Background: an optimization exercise with open tools, aiming at small area and a short achievable clock period. Do not read the settings as production practice.
Function was checked by simulation only, so behaviour that the tests miss may differ from the original.

## flow/design.v (module list and top-level ports; edited modules follow where they fit)
// module Horner: 1266 lines
module Horner(input clk,
              input rst,
              input [31:0] x,
              input [31:0] cn,
              output wire [31:0] z);
  // ...
==> flow/run.sh <==
#!/bin/bash
# synth_recipe.tcl (not shown) runs the flow's synth.tcl, then flattens the netlist and writes it again
# the make line also repeats each setting of config.mk as NAME=value (left out here)
make -C /OpenROAD-flow-scripts/flow DESIGN_CONFIG=/design/flow/config.mk WORK_HOME=/design/flow/orfs CLKGATE_MAP_FILE= SYNTH_SCRIPT=/design/flow/synth_recipe.tcl finish
==> flow/config.mk <==
export PLATFORM = sky130hd
export DESIGN_NAME = Horner
export DESIGN_NICKNAME = Horner
export VERILOG_FILES = /design/flow/design.v
export SDC_FILE = /design/flow/constraint.sdc
export NUM_CORES = 4
export LEC_CHECK = 0
export CAP_MARGIN = 20
export CORE_MARGIN = 2
export CORE_UTILIZATION = 40
export PLACE_DENSITY = 0.6
export SETUP_SLACK_MARGIN = 2
export SLEW_MARGIN = 20
==> flow/constraint.sdc <==
create_clock -name core_clock -period 8.5 [get_ports {clk}]
set_input_delay 1.7000 -clock core_clock [delete_from_list [all_inputs] [get_ports {clk}]]
set_output_delay 1.7000 -clock core_clock [all_outputs]
set_load 0.01 [all_outputs]
==> results_tabular.tex, run 1 <==
\begin{tabular}{lr}
\hline
Metric & Value \\
\hline
\multicolumn{2}{l}{\textbf{Timing}} \\
Actual transition at the worst max-transition pin & 1.04 ns \\
Max-slew violation count & 0 \\
Sum Neg Setup Slack & 0 ns \\
Clock skew & 0.0113 ns \\
Setup violators final & 0 \\
Unrepaired setup endpoints after global routing & yes \\
\multicolumn{2}{l}{\textbf{Status}} \\
Result of the run & complete, no violations \\
\multicolumn{2}{l}{\textbf{Global routing}} \\
Number of global-route vias before repair & 12,700 \\
Met1 usage & 0.350 \\
\multicolumn{2}{l}{\textbf{Placement}} \\
Worst slack at placement & 1.23 ns \\
HPWL reported at the end of detailed placement & 37.9 mm \\
\multicolumn{2}{l}{\textbf{Cells and area}} \\
Fraction of final layout cells sized beyond drive strength 1 & 0.128 \\
Clkbuf count & 10 \\
Commonest non-fill, non-tap cells in the layout & sky130\_fd\_sc\_hd\_\_fa\_1 (237), sky130\_fd\_sc\_hd\_\_inv\_1 (230), sky130\_fd\_sc\_hd\_\_xnor2\_1 (227), sky130\_fd\_sc\_hd\_\_a22oi\_1 (221), sky130\_fd\_sc\_hd\_\_buf\_4 (88) \\
Sequential fraction of total cell area & 0.0738 \\
Total area of multi-input combinational cells & 12,100 µm² \\
Clock Network Area Fraction & 0.0194 \\
Sequential cell area in the final layout & 1260 µm² \\
Area growth from synthesis to layout & 17.1\% \\
\multicolumn{2}{l}{\textbf{Clock tree}} \\
Total clock buffers created by CTS & 9 \\
Maximum clock path buffer count & 2 \\
\multicolumn{2}{l}{\textbf{Logic synthesis}} \\
Post-Synthesis Net Count & 1,941 \\
Dominant combinational cell family by area after synthesis & adder cells \\
Leading cell types by count after synthesis & sky130\_fd\_sc\_hd\_\_fa\_1 (240), sky130\_fd\_sc\_hd\_\_xnor2\_1 (235), sky130\_fd\_sc\_hd\_\_inv\_1 (233) \\
Multiplexer share of the synthesized area & 0.0188 \\
\multicolumn{2}{l}{\textbf{Setup path}} \\
Startpoint type of the worst setup path & input port \\
Most used cell, CP & sky130\_fd\_sc\_hd\_\_fa\_1 \\
Setup crit start & rst \\
Startpoint of the most critical register-to-register path & a13\_0 \\
Depth of the most critical reg-to-reg path & 20 \\
Data required time at the worst endpoint & 8.73 ns \\
\multicolumn{2}{l}{\textbf{Route}} \\
Vias per std cell & 5.71 \\
Via Count & 12,100 \\
Detailed route wirelength on metal2 & 23.4 mm \\
Uppermost routed layer & met4 \\
\multicolumn{2}{l}{\textbf{Die}} \\
Std cell rows & 69 \\
\multicolumn{2}{l}{\textbf{Hold path}} \\
Start point of the worst min-delay path & a0\_0 \\
Worst hold path stage count & 4 \\
\hline
\end{tabular}
==> inputs of run 2 (changes only) <==
--- a/flow/config.mk
+++ b/flow/config.mk
@@ -9,4 +9,4 @@
 export CORE_MARGIN = 2
-export CORE_UTILIZATION = 40
-export PLACE_DENSITY = 0.6
+export CORE_UTILIZATION = 60
+export PLACE_DENSITY = 0.7
 export SETUP_SLACK_MARGIN = 2
==> run 2 against run 1 <==
Compared with the run above: non-clock buffer count shrank 4; clock skew fell by 0.0029 ns; count of clock-buffer cells in the layout decreased by 1; via count grew 1.6%; sequential cell count stayed put; register-to-register slack got worse by 0.05 ns; first-iteration DRC count is 25% higher; sequential share of layout area up 0.14 points; critical endpoint is now a29_1; hold slack got worse by 0.012 ns.
==> results_tabular.tex, run 2 <==
\begin{tabular}{lr}
\hline
Metric & Value \\
\hline
\multicolumn{2}{l}{\textbf{Setup path}} \\
End point of the critical path & a29\_1 \\
Startpoint type of the worst setup path & input port \\
Cell family with the largest share of critical-path delay & adder cells \\
Endpoint of the most critical register-to-register path & a30\_1 \\
Arrival time of data at the critical path endpoint & 6.62 ns \\
Startpoint of the most critical register-to-register path & a6\_1 \\
Crit-path cells & buf\_2, buf\_8, nor2\_1, buf\_4, mux2i\_1, o21ai\_0, fa\_1, inv\_1, fa\_1, fa\_1, fa\_1, fa\_1, fa\_1, inv\_1, ha\_1 \\
Cell with the largest stage delay on the worst path & sky130\_fd\_sc\_hd\_\_fa\_1 \\
Depth of the most critical reg-to-reg path & 20 (unchanged) \\
Most used cell, CP & sky130\_fd\_sc\_hd\_\_fa\_1 \\
Worst path depth & 15 \\
Endpoint type of the worst setup path & flip-flop \\
Worst-path fanout max & 33 \\
Setup crit start & rst \\
Worst path buffer plus inverter count & 5 \\
Data required time at the worst endpoint & 8.74 ns (about the same) \\
Max stage delay on crit path & 0.54 ns \\
Crit Path Class & input port to flip-flop \\
Worst-case register-to-register setup slack & 2.24 ns \\
\multicolumn{2}{l}{\textbf{Logic synthesis}} \\
Number of distinct library cells after synthesis & 70 \\
Post-Synthesis Cell Area & 14,600 µm² \\
Largest area contributor in the synthesized netlist & sky130\_fd\_sc\_hd\_\_fa\_1 \\
Post-Synthesis Net Count & 1,941 (unchanged) \\
Most frequent cell after synthesis & sky130\_fd\_sc\_hd\_\_fa\_1 \\
Leading cell types by count after synthesis & sky130\_fd\_sc\_hd\_\_fa\_1 (240), sky130\_fd\_sc\_hd\_\_xnor2\_1 (235), sky130\_fd\_sc\_hd\_\_inv\_1 (233) \\
Post-synthesis cell count & 1,589 \\
Synthesis-stage register bit count & 63 \\
Proportion of synthesized chip area in sequential cells & 0.0864 \\
Most common flop cell mapped by yosys & sky130\_fd\_sc\_hd\_\_dfxtp\_1 \\
Top cell type's share of synthesized area & 0.329 \\
Cell types occupying the most area after synthesis & sky130\_fd\_sc\_hd\_\_fa\_1 (33\%), sky130\_fd\_sc\_hd\_\_xnor2\_1 (14\%), sky130\_fd\_sc\_hd\_\_a22oi\_1 (11\%) \\
Count of flip-flops with a built-in enable after synthesis & 0 \\
Average cell area after synthesis & 9.18 µm² \\
Synth warnings & 1 \\
Share of synthesized flip-flops with an asynchronous set or reset & 0 \\
\multicolumn{2}{l}{\textbf{Timing}} \\
Max Clk Rate & 157 MHz \\
Max-slew violation count & 0 (unchanged) \\
Final hold slack & 0.784 ns \\
Sum Neg Setup Slack & 0 ns (unchanged) \\
Clock skew & 0.00840 ns (-0.00291 ns) \\
Actual transition at the worst max-transition pin & 1.14 ns (+0.108 ns) \\
Final critical-path setup slack & 2.12 ns \\
Setup violators final & 0 (unchanged) \\
Unrepaired setup endpoints after global routing & yes \\
Worst slew slack as a fraction of its limit & 0.234 \\
Final period utilization & 0.751 \\
Final hold vios & 0 \\
Min Clock Period, post-route & 6.38 ns \\
\multicolumn{2}{l}{\textbf{Placement}} \\
Number of port buffers & 97 \\
Dpl cell area & 15,900 µm² \\
GPL Wtd Cong & 1.01 \\
HPWL reported at the end of detailed placement & 34.8 mm (-8.1\%) \\
Worst slack at placement & 1.19 ns (-0.0397 ns) \\
\multicolumn{2}{l}{\textbf{Route}} \\
Via Count & 12,300 (+1.6\%) \\
Post-Route WL & 46.7 mm \\
1st-iter DRT viols & 1,383 \\
Vias per std cell & 6.22 (+8.9\%) \\
DR pass1 iterations & 8 \\
Number of design rule violations left after detail routing & 0 \\
Number of antenna-violating nets in the routed design & 0 \\
Wire length per cell & 23.6 µm \\
\multicolumn{2}{l}{\textbf{Cells and area}} \\
Most common cell after layout, fill and taps aside & sky130\_fd\_sc\_hd\_\_fa\_1 \\
Utilization after layout & 0.696 \\
Antenna cell count & 0 \\
\# nets final & 2,002 \\
Commonest non-fill, non-tap cells in the layout & sky130\_fd\_sc\_hd\_\_fa\_1 (238), sky130\_fd\_sc\_hd\_\_inv\_1 (231), sky130\_fd\_sc\_hd\_\_xnor2\_1 (229), sky130\_fd\_sc\_hd\_\_a22oi\_1 (221), sky130\_fd\_sc\_hd\_\_clkdlybuf4s50\_1 (85) \\
Area growth from synthesis to layout & 15.0\% \\
Final standard cell area without fillers & 16,800 µm² \\
Fraction of final layout cells sized beyond drive strength 1 & 0.120 (-0.00815) \\
\multicolumn{2}{l}{\textbf{Clock tree}} \\
Maximum clock path buffer count & 2 (unchanged) \\
Hold buffer count at CTS & 0 \\
Total clock buffers created by CTS & 9 (unchanged) \\
CTS tree & done \\
Sinks on the clock net & 63 \\
Count of H-tree levels built during CTS & 3 \\
Clock Latency Late Sink & 0.35 ns \\
Clk pin slew, worst setup/hold paths & 0.06 ns \\
Cell at the root of the clock tree & sky130\_fd\_sc\_hd\_\_clkbuf\_16 \\
\multicolumn{2}{l}{\textbf{Global routing}} \\
Pin count of the biggest net entering global routing & 41 \\
Number of global-route vias before repair & 12,700 (-0.055\%) \\
Overall fraction of global-route tracks in use & 0.372 \\
GR Overflow Total & 0 \\
Antenna violations before repair & 0 \\
Global-route wire length before repair & 72.3 mm \\
\multicolumn{2}{l}{\textbf{Die}} \\
DIE AREA & 25,600 µm² \\
Initial Utilization & 0.605 \\
Top-Level Pins & 98 \\
Core Footprint & 24,100 µm² \\
Chip width & 160 µm \\
Die height & 160 µm \\
Std cell rows & 57 (-17\%) \\
\multicolumn{2}{l}{\textbf{Flow run}} \\
Max-capacitance violation count & 0 \\
\multicolumn{2}{l}{\textbf{Hold path}} \\
Hold/Removal Path Class & flip-flop to flip-flop \\
\multicolumn{2}{l}{\textbf{Status}} \\
Result of the run & complete, no violations \\
\hline
\end{tabular}
==> run 2: final cells by class <==
type,instances,area [µm²]
multi-input combinational,1142,12100
fill,1965,7330
timing repair buffer,193,1800
sequential,63,1260
inverter,241,913
tap,324,405
clock buffer,9,225
clock inverter,7,103
==> run 2: worst reg2reg max path: cells and delay by family, from the launching register on <==
family,cells,cell delay (ns)
multiplexers,1,0.21
adder cells (fa/ha/maj),8,3.51
AO/OA/AOI/OAI,6,1.40
AND/OR/NAND/NOR,2,0.34
buffers and inverters,2,0.10
flip-flops,1,0.31
XOR/XNOR,1,0.29
==> run 2: worst min path at each step <==
stage | start | end | cells after the start
2_1_floorplan | a0_0 | a0_0 | 5
3_3_place_gp | a0_0 | a0_0 | 4
3_5_place_dp | a0_0 | a0_0 | 4
4_1_cts | a0_0 | a0_0 | 4
5_1_grt | a0_0 | a0_0 | 4
6_report | a0_0 | a0_0 | 4
==> run 2: what timing repair did <==
item                       CTS  global route
setup endpoints to repair   28            20
setup buffers               11            17
gates resized for setup     26            50
pin swaps                    3            13
gates cloned                 0             0
==> run 2: kinds of logic after synthesis <==
group,Yosys count,synth area share
buffers and inverters,384,0.104
AOI/OAI and AO/OA,347,0.168
muxes,27,0.0188
adders and majority gates,286,0.369
DFF,63,0.0864
and+or+nand+nor,191,0.0708
xor gates and xnor gates,291,0.183
==> run 2: metal layers <==
metal  wire length [µm]  part of all wire  track usage  vias up
met5                  0                 0            0        -
met3               4750              0.10       0.0857      195
met4               2770             0.059        0.177        0
li1                   -                 -            -     5261
met1              17700              0.38        0.471     6083
met2              21500              0.46        0.606      770
==> run 2: stage by stage <==
stage	instances
finish	1979
global route	1979
CTS	1962
detailed placement	1935
global placement	1935
floorplan	1589
==> inputs of run 3 (changes only) <==
--- a/flow/config.mk
+++ b/flow/config.mk
@@ -11,3 +11,3 @@
 export PLACE_DENSITY = 0.7
-export SETUP_SLACK_MARGIN = 2
+export SETUP_SLACK_MARGIN = 3
 export SLEW_MARGIN = 20
==> run 3 against run 2 <==
Compared with the run above: cell area rose by 15%; critical endpoint is now a28_1; register-to-register slack gained 0.58 ns; via count grew 11%; first-iteration DRC count is 37% higher; still clean on timing, DRC and antenna; non-clock buffer count increased by 98; hold slack better by 0.23 ns.
==> results_tabular.tex, run 3 <==
\begin{tabular}{lr}
\hline
Metric & Value \\
\hline
\multicolumn{2}{l}{\textbf{Setup path}} \\
Endpoint type of the worst setup path & flip-flop \\
Worst-case register-to-register setup slack & 2.82 ns (+0.58 ns) \\
Most used cell, CP & sky130\_fd\_sc\_hd\_\_fa\_2 \\
Crit Path Class & input port to flip-flop \\
Max stage delay on crit path & 0.54 ns (about the same) \\
Depth of the most critical reg-to-reg path & 15 (-25\%) \\
Setup crit start & x[20] \\
Data required time at the worst endpoint & 8.75 ns (about the same) \\
Worst path depth & 15 (unchanged) \\
Cell family with the largest share of critical-path delay & adder cells \\
End point of the critical path & a28\_1 \\
Crit-path cells & buf\_8, or3b\_4, a21oi\_4, buf\_4, buf\_6, a22oi\_1, xor2\_1, fa\_2, fa\_1, fa\_2, fa\_2, fa\_2, fa\_1, inv\_1, ha\_2 \\
Cell with the largest stage delay on the worst path & sky130\_fd\_sc\_hd\_\_fa\_2 \\
Worst path buffer plus inverter count & 4 (-1) \\
Startpoint of the most critical register-to-register path & a6\_1 \\
Worst-path fanout max & 3 (-91\%) \\
Endpoint of the most critical register-to-register path & a28\_1 \\
Startpoint type of the worst setup path & input port \\
Arrival time of data at the critical path endpoint & 5.97 ns (-0.65 ns) \\
\multicolumn{2}{l}{\textbf{Global routing}} \\
Met1 usage & 0.531 (+0.0600) \\
Pin count of the biggest net entering global routing & 43 (+4.9\%) \\
Global-route wire length before repair & 82.0 mm (+13\%) \\
Antenna violations before repair & 0 (unchanged) \\
GR peak layer & met2 \\
Number of global-route vias before repair & 14,000 (+11\%) \\
Overall fraction of global-route tracks in use & 0.426 (+0.0546) \\
GR Util met2 & 0.665 (+0.0596) \\
GR Overflow Total & 0 (unchanged) \\
Met3 track demand over resource & 0.103 (+0.0171) \\
\multicolumn{2}{l}{\textbf{Clock tree}} \\
CTS tree & done \\
Sinks on the clock net & 63 (unchanged) \\
Clk pin slew, worst setup/hold paths & 0.07 ns (about the same) \\
Maximum clock path buffer count & 2 (unchanged) \\
Total clock buffers created by CTS & 9 (unchanged) \\
Cell at the root of the clock tree & sky130\_fd\_sc\_hd\_\_clkbuf\_16 \\
Count of H-tree levels built during CTS & 3 (unchanged) \\
Hold buffer count at CTS & 0 (unchanged) \\
Clock Latency Late Sink & 0.36 ns (about the same) \\
\multicolumn{2}{l}{\textbf{Die}} \\
Top-Level Pins & 98 (unchanged) \\
Die height & 160 µm (unchanged) \\
Initial Utilization & 0.605 (unchanged) \\
Std cell rows & 57 (unchanged) \\
Core Footprint & 24,100 µm² (unchanged) \\
Chip width & 160 µm (unchanged) \\
DIE AREA & 25,600 µm² (unchanged) \\
\multicolumn{2}{l}{\textbf{Logic synthesis}} \\
Cell types occupying the most area after synthesis & sky130\_fd\_sc\_hd\_\_fa\_1 (33\%), sky130\_fd\_sc\_hd\_\_xnor2\_1 (14\%), sky130\_fd\_sc\_hd\_\_a22oi\_1 (11\%) \\
Number of distinct library cells after synthesis & 70 (unchanged) \\
Count of flip-flops with a built-in enable after synthesis & 0 (unchanged) \\
Top cell type's share of synthesized area & 0.329 (unchanged) \\
Synthesis-stage register bit count & 63 (unchanged) \\
Leading cell types by count after synthesis & sky130\_fd\_sc\_hd\_\_fa\_1 (240), sky130\_fd\_sc\_hd\_\_xnor2\_1 (235), sky130\_fd\_sc\_hd\_\_inv\_1 (233) \\
Synth warnings & 1 (unchanged) \\
Post-Synthesis Net Count & 1,941 (unchanged) \\
Average cell area after synthesis & 9.18 µm² (unchanged) \\
Most frequent cell after synthesis & sky130\_fd\_sc\_hd\_\_fa\_1 \\
Post-Synthesis Cell Area & 14,600 µm² (unchanged) \\
Most common flop cell mapped by yosys & sky130\_fd\_sc\_hd\_\_dfxtp\_1 \\
Share of synthesized flip-flops with an asynchronous set or reset & 0 (unchanged) \\
Proportion of synthesized chip area in sequential cells & 0.0864 (unchanged) \\
Post-synthesis cell count & 1,589 (unchanged) \\
Largest area contributor in the synthesized netlist & sky130\_fd\_sc\_hd\_\_fa\_1 \\
\multicolumn{2}{l}{\textbf{Timing}} \\
Clock skew & 0.0114 ns (+0.00296 ns) \\
Min Clock Period, post-route & 5.72 ns (-0.665 ns) \\
Final critical-path setup slack & 2.78 ns (+0.665 ns) \\
Unrepaired setup endpoints after global routing & yes \\
Setup violators final & 0 (unchanged) \\
Max Clk Rate & 175 MHz (+12\%) \\
Worst slew slack as a fraction of its limit & 0.201 (-0.0334) \\
Actual transition at the worst max-transition pin & 1.20 ns (+0.0527 ns) \\
Final period utilization & 0.673 (-0.0782) \\
Sum Neg Setup Slack & 0 ns (unchanged) \\
Final hold vios & 0 (unchanged) \\
Max-slew violation count & 0 (unchanged) \\
\multicolumn{2}{l}{\textbf{Cells and area}} \\
Area growth from synthesis to layout & 32.2\% \\
Fraction of final layout cells sized beyond drive strength 1 & 0.322 (+0.202) \\
Antenna cell count & 0 (unchanged) \\
Count of fill cells added during filler insertion & 1,518 (-23\%) \\
Sequential cell area in the final layout & 1270 µm² (+0.40\%) \\
\# nets final & 2,103 (+5.0\%) \\
Total area of multi-input combinational cells & 13,200 µm² (+9.6\%) \\
Most common cell after layout, fill and taps aside & sky130\_fd\_sc\_hd\_\_xnor2\_1 \\
Commonest non-fill, non-tap cells in the layout & sky130\_fd\_sc\_hd\_\_xnor2\_1 (204), sky130\_fd\_sc\_hd\_\_inv\_1 (190), sky130\_fd\_sc\_hd\_\_a22oi\_1 (178), sky130\_fd\_sc\_hd\_\_fa\_1 (156), sky130\_fd\_sc\_hd\_\_buf\_4 (115) \\
Final standard cell area without fillers & 19,300 µm² (+15\%) \\
\multicolumn{2}{l}{\textbf{Route}} \\
1st-iter DRT viols & 1,900 (+37\%) \\
Number of design rule violations left after detail routing & 0 (unchanged) \\
Via Count & 13,600 (+11\%) \\
Post-Route WL & 55.4 mm (+19\%) \\
DR pass1 iterations & 7 (-1) \\
Vias per std cell & 6.54 (+5.2\%) \\
Wire length per cell & 26.7 µm (+13\%) \\
Number of antenna-violating nets in the routed design & 0 (unchanged) \\
\multicolumn{2}{l}{\textbf{Placement}} \\
HPWL reported at the end of detailed placement & 33.6 mm (-3.4\%) \\
Dpl cell area & 16,000 µm² (+0.81\%) \\
GPL Wtd Cong & 0.946 (-6.4\%) \\
Number of port buffers & 97 (unchanged) \\
Worst slack at placement & 1.35 ns (+0.157 ns) \\
\multicolumn{2}{l}{\textbf{Status}} \\
Result of the run & complete, no violations \\
\multicolumn{2}{l}{\textbf{Hold path}} \\
Hold/Removal Path Class & flip-flop to flip-flop \\
\multicolumn{2}{l}{\textbf{Flow run}} \\
Max-capacitance violation count & 0 (unchanged) \\
\hline
\end{tabular}
==> run 3: cell counts after synthesis <==
Identical to the previous run, type by type.
==> run 3: logic make-up (layout without fill, tap and decap cells) <==
kind of cell | Yosys count | after routing | synth area share
compound gates | 347 | 349 | 0.168
fa+ha+maj | 286 | 286 | 0.369
mux | 27 | 27 | 0.0188
simple gates | 191 | 192 | 0.0708
xor+xnor | 291 | 291 | 0.183
buf+inv | 384 | 548 | 0.104
flops | 63 | 63 | 0.0864
==> run 3: layer usage <==
metal  wire length (µm)  vias to the layer above
met4               4740                        0
met1              19300                     6635
met5                  0                        -
li1                   -                     5480
met3               6680                      385
met2              24700                     1107
==> run 3: how the worst min path moves through the flow <==
stage | from | end | slack (ns) | cells after the start
6_report | a0_0 | a0_0 | 1.01 | 3
5_1_grt | a0_0 | a0_0 | 1.02 | 3
4_1_cts | a0_0 | a0_0 | 0.91 | 3
3_5_place_dp | a0_0 | a0_0 | 0.90 | 3
3_3_place_gp | a0_0 | a0_0 | 0.89 | 3
2_1_floorplan | a0_0 | a0_0 | 0.88 | 5
==> run 3: per-stage QoR <==
stage | instances | hold slack [ns] | utilization
after floorplan | 1589 | 0.880 | -
after global placement | 1913 | 0.892 | 0.665
after detailed placement | 1913 | 0.897 | 0.665
after CTS | 2042 | 0.915 | 0.769
after global routing | 2080 | 1.02 | 0.800
final | 2080 | 1.01 | 0.800
==> run 3: final cells by class <==
class                   instances  area share
clock buffers                  10      0.0119
clock inverters                 6     0.00318
inverters                     241      0.0489
multi-input cells            1145       0.685
flip-flops and latches         63      0.0656
well taps                     324      0.0210
repair buffers                291       0.164
==> run 3: worst reg2reg max path: stages (launching register included) <==
cell	delay (ns)
sky130_fd_sc_hd__dfxtp_2	0.34
sky130_fd_sc_hd__ha_4	0.19
sky130_fd_sc_hd__ha_4	0.18
sky130_fd_sc_hd__buf_4	0.15
sky130_fd_sc_hd__xnor2_1	0.49
sky130_fd_sc_hd__inv_1	0.70
sky130_fd_sc_hd__a22oi_2	0.41
sky130_fd_sc_hd__xnor2_1	0.15
sky130_fd_sc_hd__fa_2	0.43
sky130_fd_sc_hd__fa_1	0.51
sky130_fd_sc_hd__fa_2	0.42
sky130_fd_sc_hd__fa_2	0.34
sky130_fd_sc_hd__fa_2	0.54
sky130_fd_sc_hd__fa_1	0.41
sky130_fd_sc_hd__inv_1	0.07
sky130_fd_sc_hd__ha_2	0.25
==> run 3: what timing repair did <==
| action | CTS | global route |
|---|---|---|
| buffers inserted | 102 | 38 |
| pin swaps | 155 | 101 |
| cloned | 11 | 0 |
| endpoints found under the setup margin | 49 | 28 |
| gates resized for setup | 372 | 107 |
==> inputs of run 4 (changes only) <==
--- a/flow/config.mk
+++ b/flow/config.mk
@@ -11,3 +11,3 @@
 export PLACE_DENSITY = 0.7
-export SETUP_SLACK_MARGIN = 3
+export SETUP_SLACK_MARGIN = 4
 export SLEW_MARGIN = 20
==> run 4 against run 3 <==
Compared with the run above: final cell count increased by 4.0%; sequential share of layout area decreased by 0.31 points; wire length increased by 14%; critical path type unchanged; critical endpoint is now a30_1; highest routed layer is now met5.
==> results_tabular.tex, run 4 <==
\begin{tabular}{lr}
\hline
Metric & Value \\
\hline
\multicolumn{2}{l}{\textbf{Cells and area}} \\
\# nets final & 2,186 (+3.9\%) \\
Final standard cell area without fillers & 20,300 µm² (+5.4\%) \\
Commonest non-fill, non-tap cells in the layout & sky130\_fd\_sc\_hd\_\_xnor2\_1 (199), sky130\_fd\_sc\_hd\_\_inv\_1 (181), sky130\_fd\_sc\_hd\_\_a22oi\_1 (180), sky130\_fd\_sc\_hd\_\_buf\_4 (178), sky130\_fd\_sc\_hd\_\_fa\_1 (144) \\
Antenna cell count & 0 (unchanged) \\
Area growth from synthesis to layout & 39.4\% \\
Most common cell after layout, fill and taps aside & sky130\_fd\_sc\_hd\_\_xnor2\_1 \\
Fraction of final layout cells sized beyond drive strength 1 & 0.380 (+0.0583) \\
\multicolumn{2}{l}{\textbf{Logic synthesis}} \\
Number of distinct library cells after synthesis & 70 (unchanged) \\
Post-Synthesis Net Count & 1,941 (unchanged) \\
Synth Area in XOR/XNOR & 0.183 (unchanged) \\
Synth warnings & 1 (unchanged) \\
Synthesis-stage register bit count & 63 (unchanged) \\
Proportion of synthesized chip area in sequential cells & 0.0864 (unchanged) \\
Post-synthesis cell count & 1,589 (unchanged) \\
Largest area contributor in the synthesized netlist & sky130\_fd\_sc\_hd\_\_fa\_1 \\
Cell types occupying the most area after synthesis & sky130\_fd\_sc\_hd\_\_fa\_1 (33\%), sky130\_fd\_sc\_hd\_\_xnor2\_1 (14\%), sky130\_fd\_sc\_hd\_\_a22oi\_1 (11\%) \\
Average cell area after synthesis & 9.18 µm² (unchanged) \\
Leading cell types by count after synthesis & sky130\_fd\_sc\_hd\_\_fa\_1 (240), sky130\_fd\_sc\_hd\_\_xnor2\_1 (235), sky130\_fd\_sc\_hd\_\_inv\_1 (233) \\
Area fraction in and, or, nand and nor cells after synthesis & 0.0707 (unchanged) \\
Most common flop cell mapped by yosys & sky130\_fd\_sc\_hd\_\_dfxtp\_1 \\
Post-Synthesis Cell Area & 14,600 µm² (unchanged) \\
Share of synthesized flip-flops with an asynchronous set or reset & 0 (unchanged) \\
Top cell type's share of synthesized area & 0.329 (unchanged) \\
Fraction of the mapped netlist area in adder cells & 0.369 (unchanged) \\
Multiplexer share of the synthesized area & 0.0188 (unchanged) \\
Count of flip-flops with a built-in enable after synthesis & 0 (unchanged) \\
Post-synthesis compound-gate area fraction & 0.168 (unchanged) \\
Dominant combinational cell family by area after synthesis & adder cells \\
Most frequent cell after synthesis & sky130\_fd\_sc\_hd\_\_fa\_1 \\
\multicolumn{2}{l}{\textbf{Die}} \\
Initial Utilization & 0.605 (unchanged) \\
Core Footprint & 24,100 µm² (unchanged) \\
Std cell rows & 57 (unchanged) \\
Top-Level Pins & 98 (unchanged) \\
Die height & 160 µm (unchanged) \\
Chip width & 160 µm (unchanged) \\
DIE AREA & 25,600 µm² (unchanged) \\
\multicolumn{2}{l}{\textbf{Setup path}} \\
Worst-path fanout max & 17 (+14) \\
Startpoint type of the worst setup path & input port \\
Crit Path Class & input port to flip-flop \\
Data required time at the worst endpoint & 8.75 ns (about the same) \\
Endpoint type of the worst setup path & flip-flop \\
Arrival time of data at the critical path endpoint & 6.37 ns (+0.40 ns) \\
\multicolumn{2}{l}{\textbf{Route}} \\
Post-Route WL & 63.0 mm (+14\%) \\
1st-iter DRT viols & 2,474 (+30\%) \\
Number of antenna-violating nets in the routed design & 0 (unchanged) \\
Vias per std cell & 6.69 (+2.2\%) \\
Via Count & 14,500 (+6.3\%) \\
Wire length per cell & 29.1 µm (+9.3\%) \\
DR pass1 iterations & 8 (+1) \\
Number of design rule violations left after detail routing & 0 (unchanged) \\
\multicolumn{2}{l}{\textbf{Clock tree}} \\
Maximum clock path buffer count & 2 (unchanged) \\
Hold buffer count at CTS & 0 (unchanged) \\
Count of H-tree levels built during CTS & 3 (unchanged) \\
Clk pin slew, worst setup/hold paths & 0.07 ns (about the same) \\
Total clock buffers created by CTS & 9 (unchanged) \\
CTS tree & done \\
Cell at the root of the clock tree & sky130\_fd\_sc\_hd\_\_clkbuf\_16 \\
Clock Latency Late Sink & 0.36 ns (about the same) \\
Sinks on the clock net & 63 (unchanged) \\
\multicolumn{2}{l}{\textbf{Timing}} \\
Max Clk Rate & 163 MHz (-6.5\%) \\
Setup violators final & 0 (unchanged) \\
Unrepaired setup endpoints after global routing & yes \\
Max-slew violation count & 0 (unchanged) \\
Clock skew & 0.0107 ns (-0.000647 ns) \\
Worst slew slack as a fraction of its limit & 0.350 (+0.149) \\
Final period utilization & 0.720 (+0.0470) \\
Min Clock Period, post-route & 6.12 ns (+0.400 ns) \\
Final hold vios & 0 (unchanged) \\
Sum Neg Setup Slack & 0 ns (unchanged) \\
Actual transition at the worst max-transition pin & 0.973 ns (-0.224 ns) \\
\multicolumn{2}{l}{\textbf{Placement}} \\
HPWL reported at the end of detailed placement & 34.7 mm (+3.4\%) \\
Number of port buffers & 97 (unchanged) \\
GPL Wtd Cong & 0.942 (-0.42\%) \\
Dpl cell area & 16,100 µm² (+0.62\%) \\
\multicolumn{2}{l}{\textbf{Global routing}} \\
GR Overflow Total & 0 (unchanged) \\
Antenna violations before repair & 1 (+1) \\
Pin count of the biggest net entering global routing & 67 (+56\%) \\
Number of global-route vias before repair & 14,200 (+1.7\%) \\
Overall fraction of global-route tracks in use & 0.451 (+0.0252) \\
Global-route wire length before repair & 85.9 mm (+4.7\%) \\
\multicolumn{2}{l}{\textbf{Status}} \\
Result of the run & complete, no violations \\
\multicolumn{2}{l}{\textbf{Hold path}} \\
Hold/Removal Path Class & flip-flop to flip-flop \\
\multicolumn{2}{l}{\textbf{Flow run}} \\
Max-capacitance violation count & 0 (unchanged) \\
\hline
\end{tabular}
run 4: cell counts after synthesis:
Identical to the previous run, type by type.
run 4: area by class of cell:
cell class	count	area [µm²]
clock buffers	10	239
clock inverters	6	92.6
fillers	1284	3770
inverters	241	941
multi-input cells	1146	13500
flip-flops and latches	63	1270
well taps	324	405
repair buffers	372	3900
repair inverters	1	7.51
run 4: final timing paths:
| check | slack (ns) | cells after the start | startpoint | endpoint |
|---|---|---|---|---|
| worst max-delay path | 2.38 | 14 | rst | a30_1 |
| worst min register to register | 1.08 | 3 | a0_0 | a0_0 |
| worst max register to register | 2.86 | 16 | a6_1 | a30_1 |
| worst min-delay path | 1.08 | 3 | a0_0 | a0_0 |
run 4: metal layers:
| metal | global-route usage | vias up | share of wire |
|---|---|---|---|
| li1 | - | 5646 | - |
| met1 | 0.548 | 6917 | 0.33 |
| met2 | 0.688 | 1374 | 0.43 |
| met3 | 0.142 | 521 | 0.14 |
| met4 | 0.312 | 2 | 0.10 |
| met5 | 0 | - | 0.00013 |
run 4: worst max-delay path, stage by stage:
cell,delay [ns]
sky130_fd_sc_hd__buf_8,0.21
sky130_fd_sc_hd__buf_16,0.22
sky130_fd_sc_hd__buf_4,0.15
sky130_fd_sc_hd__nor2b_4,0.04
sky130_fd_sc_hd__buf_8,0.15
sky130_fd_sc_hd__a22oi_1,0.68
sky130_fd_sc_hd__xnor2_1,0.30
sky130_fd_sc_hd__fa_1,0.54
sky130_fd_sc_hd__fa_1,0.54
sky130_fd_sc_hd__fa_2,0.40
sky130_fd_sc_hd__fa_2,0.53
sky130_fd_sc_hd__inv_1,0.06
sky130_fd_sc_hd__fa_2,0.59
sky130_fd_sc_hd__ha_4,0.20
run 4: cell families after synthesis:
kind of cell	after synthesis
buffers and inverters	384
AOI/OAI and AO/OA	347
xor gates and xnor gates	291
adders and majority gates	286
and+or+nand+nor	191
DFF	63
muxes	27
run 4: what timing repair did:
action                     CTS  global route
gates resized for setup    478           102
pin swaps                  192            96
buffers inserted           154            59
setup endpoints to repair   73            60
cloned                      13             0
run 4: per-stage QoR:
step	std cells	utilization	setup slack [ns]	hold WS, ns
after CTS	2104	0.806	2.86	0.960
final	2163	0.844	2.38	1.08
after global routing	2163	0.844	2.41	1.05
after floorplan	1589	-	2.66	0.880
after global placement	1921	0.669	1.52	0.905
after detailed placement	1921	0.669	1.47	0.920
==> inputs of run 5 (changes only) <==
--- a/flow/config.mk
+++ b/flow/config.mk
@@ -11,3 +11,3 @@
 export PLACE_DENSITY = 0.7
-export SETUP_SLACK_MARGIN = 4
+export SETUP_SLACK_MARGIN = 2.5
 export SLEW_MARGIN = 20
==> run 5 against run 4 <==
Compared with the run above: still clean on timing, DRC and antenna; cell area decreased by 13%; register-to-register slack worse by 0.15 ns; count of clock-buffer cells in the layout grew 1; final cell count decreased by 6.1%; first-iteration DRC count decreased by 37%; sequential cell count did not move; clock skew rose by 0.0015 ns; global-route usage is 5.3 points lower; largest cell class unchanged.
==> results_tabular.tex, run 5 <==
\begin{tabular}{lr}
\hline
Metric & Value \\
\hline
\multicolumn{2}{l}{\textbf{Status}} \\
Result of the run & complete, no violations \\
\multicolumn{2}{l}{\textbf{Timing}} \\
Min Clock Period, post-route & 5.92 ns (-0.199 ns) \\
Final hold vios & 0 (unchanged) \\
Setup violators final & 0 (unchanged) \\
Unrepaired setup endpoints after global routing & yes \\
Max Clk Rate & 169 MHz (+3.4\%) \\
Max-slew violation count & 0 (unchanged) \\
Sum Neg Setup Slack & 0 ns (unchanged) \\
Clock skew & 0.0122 ns (+0.00148 ns) \\
Actual transition at the worst max-transition pin & 1.09 ns (+0.113 ns) \\
Worst slew slack as a fraction of its limit & 0.275 (-0.0752) \\
Final period utilization & 0.696 (-0.0234) \\
\multicolumn{2}{l}{\textbf{Setup path}} \\
Endpoint type of the worst setup path & flip-flop \\
Data required time at the worst endpoint & 8.74 ns (about the same) \\
Startpoint of the most critical register-to-register path & a13\_0 \\
Depth of the most critical reg-to-reg path & 21 (+5) \\
Arrival time of data at the critical path endpoint & 6.15 ns (-0.22 ns) \\
Worst-case register-to-register setup slack & 2.71 ns (-0.15 ns) \\
Crit Path Class & input port to flip-flop \\
Setup crit start & x[14] \\
End point of the critical path & a26\_1 \\
Worst-path fanout max & 13 (-4) \\
Startpoint type of the worst setup path & input port \\
Endpoint of the most critical register-to-register path & a28\_1 \\
\multicolumn{2}{l}{\textbf{Clock tree}} \\
Hold buffer count at CTS & 0 (unchanged) \\
Maximum clock path buffer count & 2 (unchanged) \\
Clk pin slew, worst setup/hold paths & 0.06 ns (about the same) \\
Clock Latency Late Sink & 0.36 ns (about the same) \\
Count of H-tree levels built during CTS & 3 (unchanged) \\
Cell at the root of the clock tree & sky130\_fd\_sc\_hd\_\_clkbuf\_16 \\
Total clock buffers created by CTS & 9 (unchanged) \\
CTS tree & done \\
Sinks on the clock net & 63 (unchanged) \\
\multicolumn{2}{l}{\textbf{Cells and area}} \\
Antenna cell count & 0 (unchanged) \\
Total area of multi-input combinational cells & 12,500 µm² (-7.4\%) \\
Sequential cell area in the final layout & 1260 µm² (-0.69\%) \\
Fraction of final layout cells sized beyond drive strength 1 & 0.196 (-0.184) \\
Commonest non-fill, non-tap cells in the layout & sky130\_fd\_sc\_hd\_\_xnor2\_1 (224), sky130\_fd\_sc\_hd\_\_inv\_1 (224), sky130\_fd\_sc\_hd\_\_fa\_1 (215), sky130\_fd\_sc\_hd\_\_a22oi\_1 (208), sky130\_fd\_sc\_hd\_\_buf\_4 (117) \\
Count of fill cells added during filler insertion & 1,825 (+42\%) \\
\# nets final & 2,055 (-6.0\%) \\
Area growth from synthesis to layout & 21.0\% \\
\multicolumn{2}{l}{\textbf{Die}} \\
Die height & 160 µm (unchanged) \\
Top-Level Pins & 98 (unchanged) \\
Initial Utilization & 0.605 (unchanged) \\
DIE AREA & 25,600 µm² (unchanged) \\
Chip width & 160 µm (unchanged) \\
Std cell rows & 57 (unchanged) \\
Core Footprint & 24,100 µm² (unchanged) \\
\multicolumn{2}{l}{\textbf{Logic synthesis}} \\
Fraction of the mapped netlist area in adder cells & 0.369 (unchanged) \\
Post-synthesis cell count & 1,589 (unchanged) \\
Share of synthesized flip-flops with an asynchronous set or reset & 0 (unchanged) \\
Cell types occupying the most area after synthesis & sky130\_fd\_sc\_hd\_\_fa\_1 (33\%), sky130\_fd\_sc\_hd\_\_xnor2\_1 (14\%), sky130\_fd\_sc\_hd\_\_a22oi\_1 (11\%) \\
Most common flop cell mapped by yosys & sky130\_fd\_sc\_hd\_\_dfxtp\_1 \\
Synth Area in XOR/XNOR & 0.183 (unchanged) \\
Most frequent cell after synthesis & sky130\_fd\_sc\_hd\_\_fa\_1 \\
Post-Synthesis Cell Area & 14,600 µm² (unchanged) \\
Count of flip-flops with a built-in enable after synthesis & 0 (unchanged) \\
Post-Synthesis Net Count & 1,941 (unchanged) \\
Top cell type's share of synthesized area & 0.329 (unchanged) \\
Leading cell types by count after synthesis & sky130\_fd\_sc\_hd\_\_fa\_1 (240), sky130\_fd\_sc\_hd\_\_xnor2\_1 (235), sky130\_fd\_sc\_hd\_\_inv\_1 (233) \\
Average cell area after synthesis & 9.18 µm² (unchanged) \\
Dominant combinational cell family by area after synthesis & adder cells \\
Proportion of synthesized chip area in sequential cells & 0.0864 (unchanged) \\
Area fraction in and, or, nand and nor cells after synthesis & 0.0707 (unchanged) \\
Synth warnings & 1 (unchanged) \\
Post-synthesis compound-gate area fraction & 0.168 (unchanged) \\
Multiplexer share of the synthesized area & 0.0188 (unchanged) \\
Synthesis-stage register bit count & 63 (unchanged) \\
Largest area contributor in the synthesized netlist & sky130\_fd\_sc\_hd\_\_fa\_1 \\
Number of distinct library cells after synthesis & 70 (unchanged) \\
\multicolumn{2}{l}{\textbf{Global routing}} \\
Pin count of the biggest net entering global routing & 56 (-16\%) \\
Global-route wire length before repair & 77.2 mm (-10\%) \\
Number of global-route vias before repair & 13,400 (-6.1\%) \\
GR Overflow Total & 0 (unchanged) \\
Overall fraction of global-route tracks in use & 0.398 (-0.0531) \\
Antenna violations before repair & 0 (-1) \\
\multicolumn{2}{l}{\textbf{Route}} \\
Vias per std cell & 6.24 (-6.7\%) \\
Number of design rule violations left after detail routing & 0 (unchanged) \\
Post-Route WL & 49.8 mm (-21\%) \\
Wire length per cell & 24.5 µm (-16\%) \\
1st-iter DRT viols & 1,567 (-37\%) \\
Number of antenna-violating nets in the routed design & 0 (unchanged) \\
Via Count & 12,700 (-12\%) \\
DR pass1 iterations & 6 (-2) \\
\multicolumn{2}{l}{\textbf{Placement}} \\
GPL Wtd Cong & 0.966 (+2.5\%) \\
Number of port buffers & 97 (unchanged) \\
HPWL reported at the end of detailed placement & 33.7 mm (-3.1\%) \\
\multicolumn{2}{l}{\textbf{Flow run}} \\
Max-capacitance violation count & 0 (unchanged) \\
\multicolumn{2}{l}{\textbf{Hold path}} \\
Hold/Removal Path Class & flip-flop to flip-flop \\
\hline
\end{tabular}
-- run 5: cells by family after synthesis --
kind of cell,count (synthesis)
DFF,63
adders and majority gates,286
xor gates and xnor gates,291
buffers and inverters,384
muxes,27
and+or+nand+nor,191
AOI/OAI and AO/OA,347
-- run 5: metrics by stage --
| step | cell area (µm²) | worst slack, ns | utilization | hold slack [ns] | std cells |
|---|---|---|---|---|---|
| detailed placement | 15900 | 1.15 | 0.658 | 0.913 | 1923 |
| floorplan | 14800 | 2.50 | - | 0.880 | 1589 |
| global route | 17700 | 2.47 | 0.732 | 1.02 | 2031 |
| finish | 17700 | 2.58 | 0.732 | 1.00 | 2031 |
| global placement | 15900 | 1.27 | 0.658 | 0.929 | 1923 |
| CTS | 17300 | 2.50 | 0.717 | 0.928 | 2013 |
-- run 5: area by class of cell --
| cell class | count | area share |
|---|---|---|
| multi-input combinational | 1143 | 0.707 |
| timing repair buffer | 245 | 0.130 |
| sequential | 63 | 0.0715 |
| inverter | 241 | 0.0529 |
| tap | 324 | 0.0230 |
| clock buffer | 11 | 0.0138 |
| clock inverter | 4 | 0.00128 |
-- run 5: what timing repair did --
action | in CTS | in global routing
cloned | 5 | 0
resized for setup | 152 | 82
setup endpoints to repair | 38 | 21
setup buffers | 70 | 18
pin swaps | 57 | 56
-- run 5: how the worst min path moves through the flow --
stage | depth (start not counted) | slack, ns | end | from
after CTS | 3 | 0.93 | a0_0 | a0_0
after floorplan | 5 | 0.88 | a0_0 | a0_0
after global routing | 3 | 1.02 | a0_0 | a0_0
after global placement | 3 | 0.93 | a0_0 | a0_0
final | 3 | 1.00 | a0_0 | a0_0
after detailed placement | 3 | 0.91 | a0_0 | a0_0
-- run 5: metal layers --
layer	part of all wire	vias up	routed length, µm	global-route usage
li1	-	5368	-	-
met1	0.36	6167	18000	0.492
met2	0.45	884	22600	0.631
met3	0.11	248	5540	0.0979
met4	0.073	0	3650	0.248
met5	0	-	0	0
-- run 5: worst max-delay path: stages --
cell and delay [ns]:
sky130_fd_sc_hd__dlygate4sd2_1 0.30, sky130_fd_sc_hd__ha_1 0.19, sky130_fd_sc_hd__and2b_2 0.37, sky130_fd_sc_hd__clkinv_4 0.26, sky130_fd_sc_hd__xnor2_2 0.28, sky130_fd_sc_hd__fa_2 0.50
sky130_fd_sc_hd__fa_2 0.37, sky130_fd_sc_hd__fa_1 0.52, sky130_fd_sc_hd__inv_2 0.05, sky130_fd_sc_hd__fa_1 0.53, sky130_fd_sc_hd__inv_1 0.05, sky130_fd_sc_hd__fa_1 0.52
sky130_fd_sc_hd__inv_1 0.04, sky130_fd_sc_hd__ha_1 0.19, sky130_fd_sc_hd__ha_1 0.28
==> inputs of run 6 (changes only) <==
--- a/flow/config.mk
+++ b/flow/config.mk
@@ -9,5 +9,4 @@
 export CORE_MARGIN = 2
-export CORE_UTILIZATION = 60
-export PLACE_DENSITY = 0.7
-export SETUP_SLACK_MARGIN = 2.5
+export CORE_UTILIZATION = 40
+export PLACE_DENSITY = 0.6
 export SLEW_MARGIN = 20
==> run 6 against run 5 <==
Compared with the run above: cell area down 7.1%; register-to-register slack worse by 0.92 ns; critical path type unchanged; largest cell class unchanged.
==> results_tabular.tex, run 6 <==
\begin{tabular}{lr}
\hline
Metric & Value \\
\hline
\multicolumn{2}{l}{\textbf{Status}} \\
Result of the run & complete, no violations \\
\multicolumn{2}{l}{\textbf{Logic synthesis}} \\
Post-synthesis cell count & 1,589 (unchanged) \\
Post-Synthesis Net Count & 1,941 (unchanged) \\
Most frequent cell after synthesis & sky130\_fd\_sc\_hd\_\_fa\_1 \\
Share of synthesized flip-flops with an asynchronous set or reset & 0 (unchanged) \\
Most common flop cell mapped by yosys & sky130\_fd\_sc\_hd\_\_dfxtp\_1 \\
Post-Synthesis Cell Area & 14,600 µm² (unchanged) \\
Largest area contributor in the synthesized netlist & sky130\_fd\_sc\_hd\_\_fa\_1 \\
Synthesis-stage register bit count & 63 (unchanged) \\
Proportion of synthesized chip area in sequential cells & 0.0864 (unchanged) \\
Average cell area after synthesis & 9.18 µm² (unchanged) \\
Synth warnings & 1 (unchanged) \\
Number of distinct library cells after synthesis & 70 (unchanged) \\
Top cell type's share of synthesized area & 0.329 (unchanged) \\
Cell types occupying the most area after synthesis & sky130\_fd\_sc\_hd\_\_fa\_1 (33\%), sky130\_fd\_sc\_hd\_\_xnor2\_1 (14\%), sky130\_fd\_sc\_hd\_\_a22oi\_1 (11\%) \\
Leading cell types by count after synthesis & sky130\_fd\_sc\_hd\_\_fa\_1 (240), sky130\_fd\_sc\_hd\_\_xnor2\_1 (235), sky130\_fd\_sc\_hd\_\_inv\_1 (233) \\
Count of flip-flops with a built-in enable after synthesis & 0 (unchanged) \\
\multicolumn{2}{l}{\textbf{Timing}} \\
Final hold vios & 0 (unchanged) \\
Worst slew slack as a fraction of its limit & 0.191 (-0.0843) \\
Final period utilization & 0.818 (+0.121) \\
Max-slew violation count & 0 (unchanged) \\
Sum Neg Setup Slack & 0 ns (unchanged) \\
Min Clock Period, post-route & 6.95 ns (+1.03 ns) \\
Actual transition at the worst max-transition pin & 1.21 ns (+0.126 ns) \\
Clock skew & 0.0124 ns (+0.000161 ns) \\
Setup violators final & 0 (unchanged) \\
Final hold slack & 0.792 ns (-0.212 ns) \\
Max Clk Rate & 144 MHz (-15\%) \\
Unrepaired setup endpoints after global routing & no \\
\multicolumn{2}{l}{\textbf{Global routing}} \\
Global-route wire length before repair & 76.4 mm (-1.1\%) \\
Antenna violations before repair & 0 (unchanged) \\
Pin count of the biggest net entering global routing & 39 (-30\%) \\
Number of global-route vias before repair & 12,600 (-5.4\%) \\
GR Overflow Total & 0 (unchanged) \\
Overall fraction of global-route tracks in use & 0.266 (-0.132) \\
\multicolumn{2}{l}{\textbf{Setup path}} \\
Crit Path Class & input port to flip-flop \\
Startpoint type of the worst setup path & input port \\
Endpoint type of the worst setup path & flip-flop \\
Data required time at the worst endpoint & 8.75 ns (about the same) \\
Worst-path fanout max & 15 (+2) \\
Setup crit start & x[5] \\
Arrival time of data at the critical path endpoint & 7.21 ns (+1.06 ns) \\
Startpoint of the most critical register-to-register path & a6\_0 \\
\multicolumn{2}{l}{\textbf{Placement}} \\
HPWL reported at the end of detailed placement & 37.8 mm (+12\%) \\
Number of port buffers & 97 (unchanged) \\
Post-placement cell count & 2,067 (+7.5\%) \\
Dpl cell area & 16,000 µm² (+1.1\%) \\
GPL Wtd Cong & 0.935 (-3.1\%) \\
\multicolumn{2}{l}{\textbf{Clock tree}} \\
Maximum clock path buffer count & 2 (unchanged) \\
CTS tree & done \\
Clock Latency Late Sink & 0.37 ns (about the same) \\
Cell at the root of the clock tree & sky130\_fd\_sc\_hd\_\_clkbuf\_16 \\
Sinks on the clock net & 63 (unchanged) \\
Resized cells post-CTS & 0 (-100\%) \\
Number of buffers added for setup after CTS & 0 (-100\%) \\
Clk pin slew, worst setup/hold paths & 0.07 ns (about the same) \\
Count of H-tree levels built during CTS & 3 (unchanged) \\
Hold buffer count at CTS & 0 (unchanged) \\
Total clock buffers created by CTS & 9 (unchanged) \\
\multicolumn{2}{l}{\textbf{Die}} \\
DIE AREA & 38,000 µm² (+49\%) \\
Chip width & 195 µm (+22\%) \\
Top-Level Pins & 98 (unchanged) \\
Die height & 195 µm (+22\%) \\
Initial Utilization & 0.408 (-0.197) \\
Std cell rows & 69 (+21\%) \\
Core Footprint & 35,700 µm² (+48\%) \\
\multicolumn{2}{l}{\textbf{Route}} \\
Post-Route WL & 49.0 mm (-1.6\%) \\
1st-iter DRT viols & 1,274 (-19\%) \\
Via Count & 11,900 (-5.8\%) \\
Number of design rule violations left after detail routing & 0 (unchanged) \\
Wire length per cell & 23.5 µm (-4.0\%) \\
Number of antenna-violating nets in the routed design & 0 (unchanged) \\
Vias per std cell & 5.73 (-8.2\%) \\
DR pass1 iterations & 6 (unchanged) \\
\multicolumn{2}{l}{\textbf{Cells and area}} \\
Post-route insts no fill & 2,083 (+2.6\%) \\
Final standard cell area without fillers & 16,400 µm² (-7.1\%) \\
Antenna cell count & 0 (unchanged) \\
Most common cell after layout, fill and taps aside & sky130\_fd\_sc\_hd\_\_fa\_1 \\
Count of fill cells added during filler insertion & 3,500 (+92\%) \\
Commonest non-fill, non-tap cells in the layout & sky130\_fd\_sc\_hd\_\_fa\_1 (240), sky130\_fd\_sc\_hd\_\_xnor2\_1 (232), sky130\_fd\_sc\_hd\_\_inv\_1 (232), sky130\_fd\_sc\_hd\_\_a22oi\_1 (222), sky130\_fd\_sc\_hd\_\_clkdlybuf4s50\_1 (95) \\
Fraction of final layout cells sized beyond drive strength 1 & 0.0826 (-0.114) \\
Area growth from synthesis to layout & 12.4\% \\
\# nets final & 1,969 (-4.2\%) \\
\multicolumn{2}{l}{\textbf{Flow run}} \\
Max-capacitance violation count & 0 (unchanged) \\
\multicolumn{2}{l}{\textbf{Hold path}} \\
Hold/Removal Path Class & flip-flop to flip-flop \\
Start point of the worst min-delay path & a0\_0 \\
\hline
\end{tabular}
## run 6: cell counts after synthesis
Identical to the previous run, type by type.
## run 6: worst max-delay path, cell delays in order
cell and delay, ns:
sky130_fd_sc_hd__clkdlybuf4s50_1 0.61, sky130_fd_sc_hd__or3b_2 0.49, sky130_fd_sc_hd__a21oi_2 0.72, sky130_fd_sc_hd__a22oi_1 0.23, sky130_fd_sc_hd__xnor2_1 0.19, sky130_fd_sc_hd__fa_1 0.43
sky130_fd_sc_hd__fa_1 0.52, sky130_fd_sc_hd__fa_1 0.43, sky130_fd_sc_hd__fa_1 0.46, sky130_fd_sc_hd__fa_1 0.51, sky130_fd_sc_hd__fa_1 0.55, sky130_fd_sc_hd__inv_1 0.05
sky130_fd_sc_hd__ha_1 0.29
## run 6: stage by stage
| stage | setup slack, ns | util |
|---|---|---|
| floorplan | 1.65 | - |
| global placement | 1.27 | 0.449 |
| detailed placement | 1.20 | 0.449 |
| CTS | 1.58 | 0.459 |
| global route | 1.31 | 0.459 |
| finish | 1.55 | 0.459 |
## run 6: final cells by class
type / count / area, µm² / area share
timing repair buffer: 160 / 1430 / 0.0874
clock buffer: 9 / 225 / 0.0137
clock inverter: 7 / 121 / 0.00740
sequential: 63 / 1260 / 0.0769
tap: 461 / 577 / 0.0352
inverter: 241 / 905 / 0.0551
multi-input combinational: 1142 / 11900 / 0.724
## run 6: path summary, 6_finish.rpt
check	to	slack, ns	cells after the start
setup / recovery	a28_1	1.55	13
hold / removal	a0_0	0.79	4
setup reg to reg	a30_1	1.79	22
hold reg to reg	a0_0	0.79	4
## run 6: cell families (layout without fill, tap and decap cells)
group                      Yosys count  in the layout  synth area share
muxes                               27             27            0.0188
and+or+nand+nor                    191            191            0.0708
adders and majority gates          286            286             0.369
DFF                                 63             63            0.0864
xor gates and xnor gates           291            291             0.183
AOI/OAI and AO/OA                  347            347             0.168
buffers and inverters              384            417             0.104
## run 6: per-layer routing
layer	routed length [µm]	up-vias	share of wire	GRT usage
li1	-	5187	-	-
met1	20400	5969	0.42	0.352
met2	22500	649	0.46	0.424
met3	4330	123	0.088	0.0565
met4	1840	0	0.037	0.111
met5	0	-	0	0

[static timing again, ports no longer ideal]
How much do the figures lean on ideal ports? The routed layouts below were timed once more, with nothing changed but the port constraints.
Step 1 (the two cells are an assumption about what drives the block):
set clk [get_ports {clk}]
set_driving_cell -lib_cell sky130_fd_sc_hd__clkbuf_16 $clk
set_driving_cell -lib_cell sky130_fd_sc_hd__buf_2 [delete_from_list [all_inputs] $clk]
Step 2 adds t to the input delays and takes it off the output delays; t is the mean of the earliest and latest rising clock arrival at the registers after step 1. Input paths then give back, and output paths get back, about the clock's delay inside the block.
Three values: no drivers, after step 1, after step 2; two values: the first two.
| run | t, ns | slack for setup (ns) | clock arrival spread, ns | cell pins on the clock port's net |
|---|---|---|---|---|
| run 1 | 0.405 | 2.110 / 2.137 / 1.732 | 0.012 / 0.012 | 1 |
| run 2 | 0.402 | 2.117 / 2.151 / 1.750 | 0.008 / 0.009 | 1 |
| run 3 | 0.405 | 2.782 / 2.780 / 2.375 | 0.012 / 0.012 | 1 |
| run 4 | 0.404 | 2.383 / 2.382 / 1.978 | 0.011 / 0.010 | 1 |
| run 5 | 0.401 | 2.582 / 2.612 / 2.211 | 0.013 / 0.012 | 1 |
| run 6 | 0.413 | 1.550 / 1.575 / 1.161 | 0.012 / 0.013 | 1 |
After both steps every run listed still meets setup and hold. For run 3, which loses most, drivers alone change the setup slack by -0.002 ns; drivers and shift together by -0.407 ns.
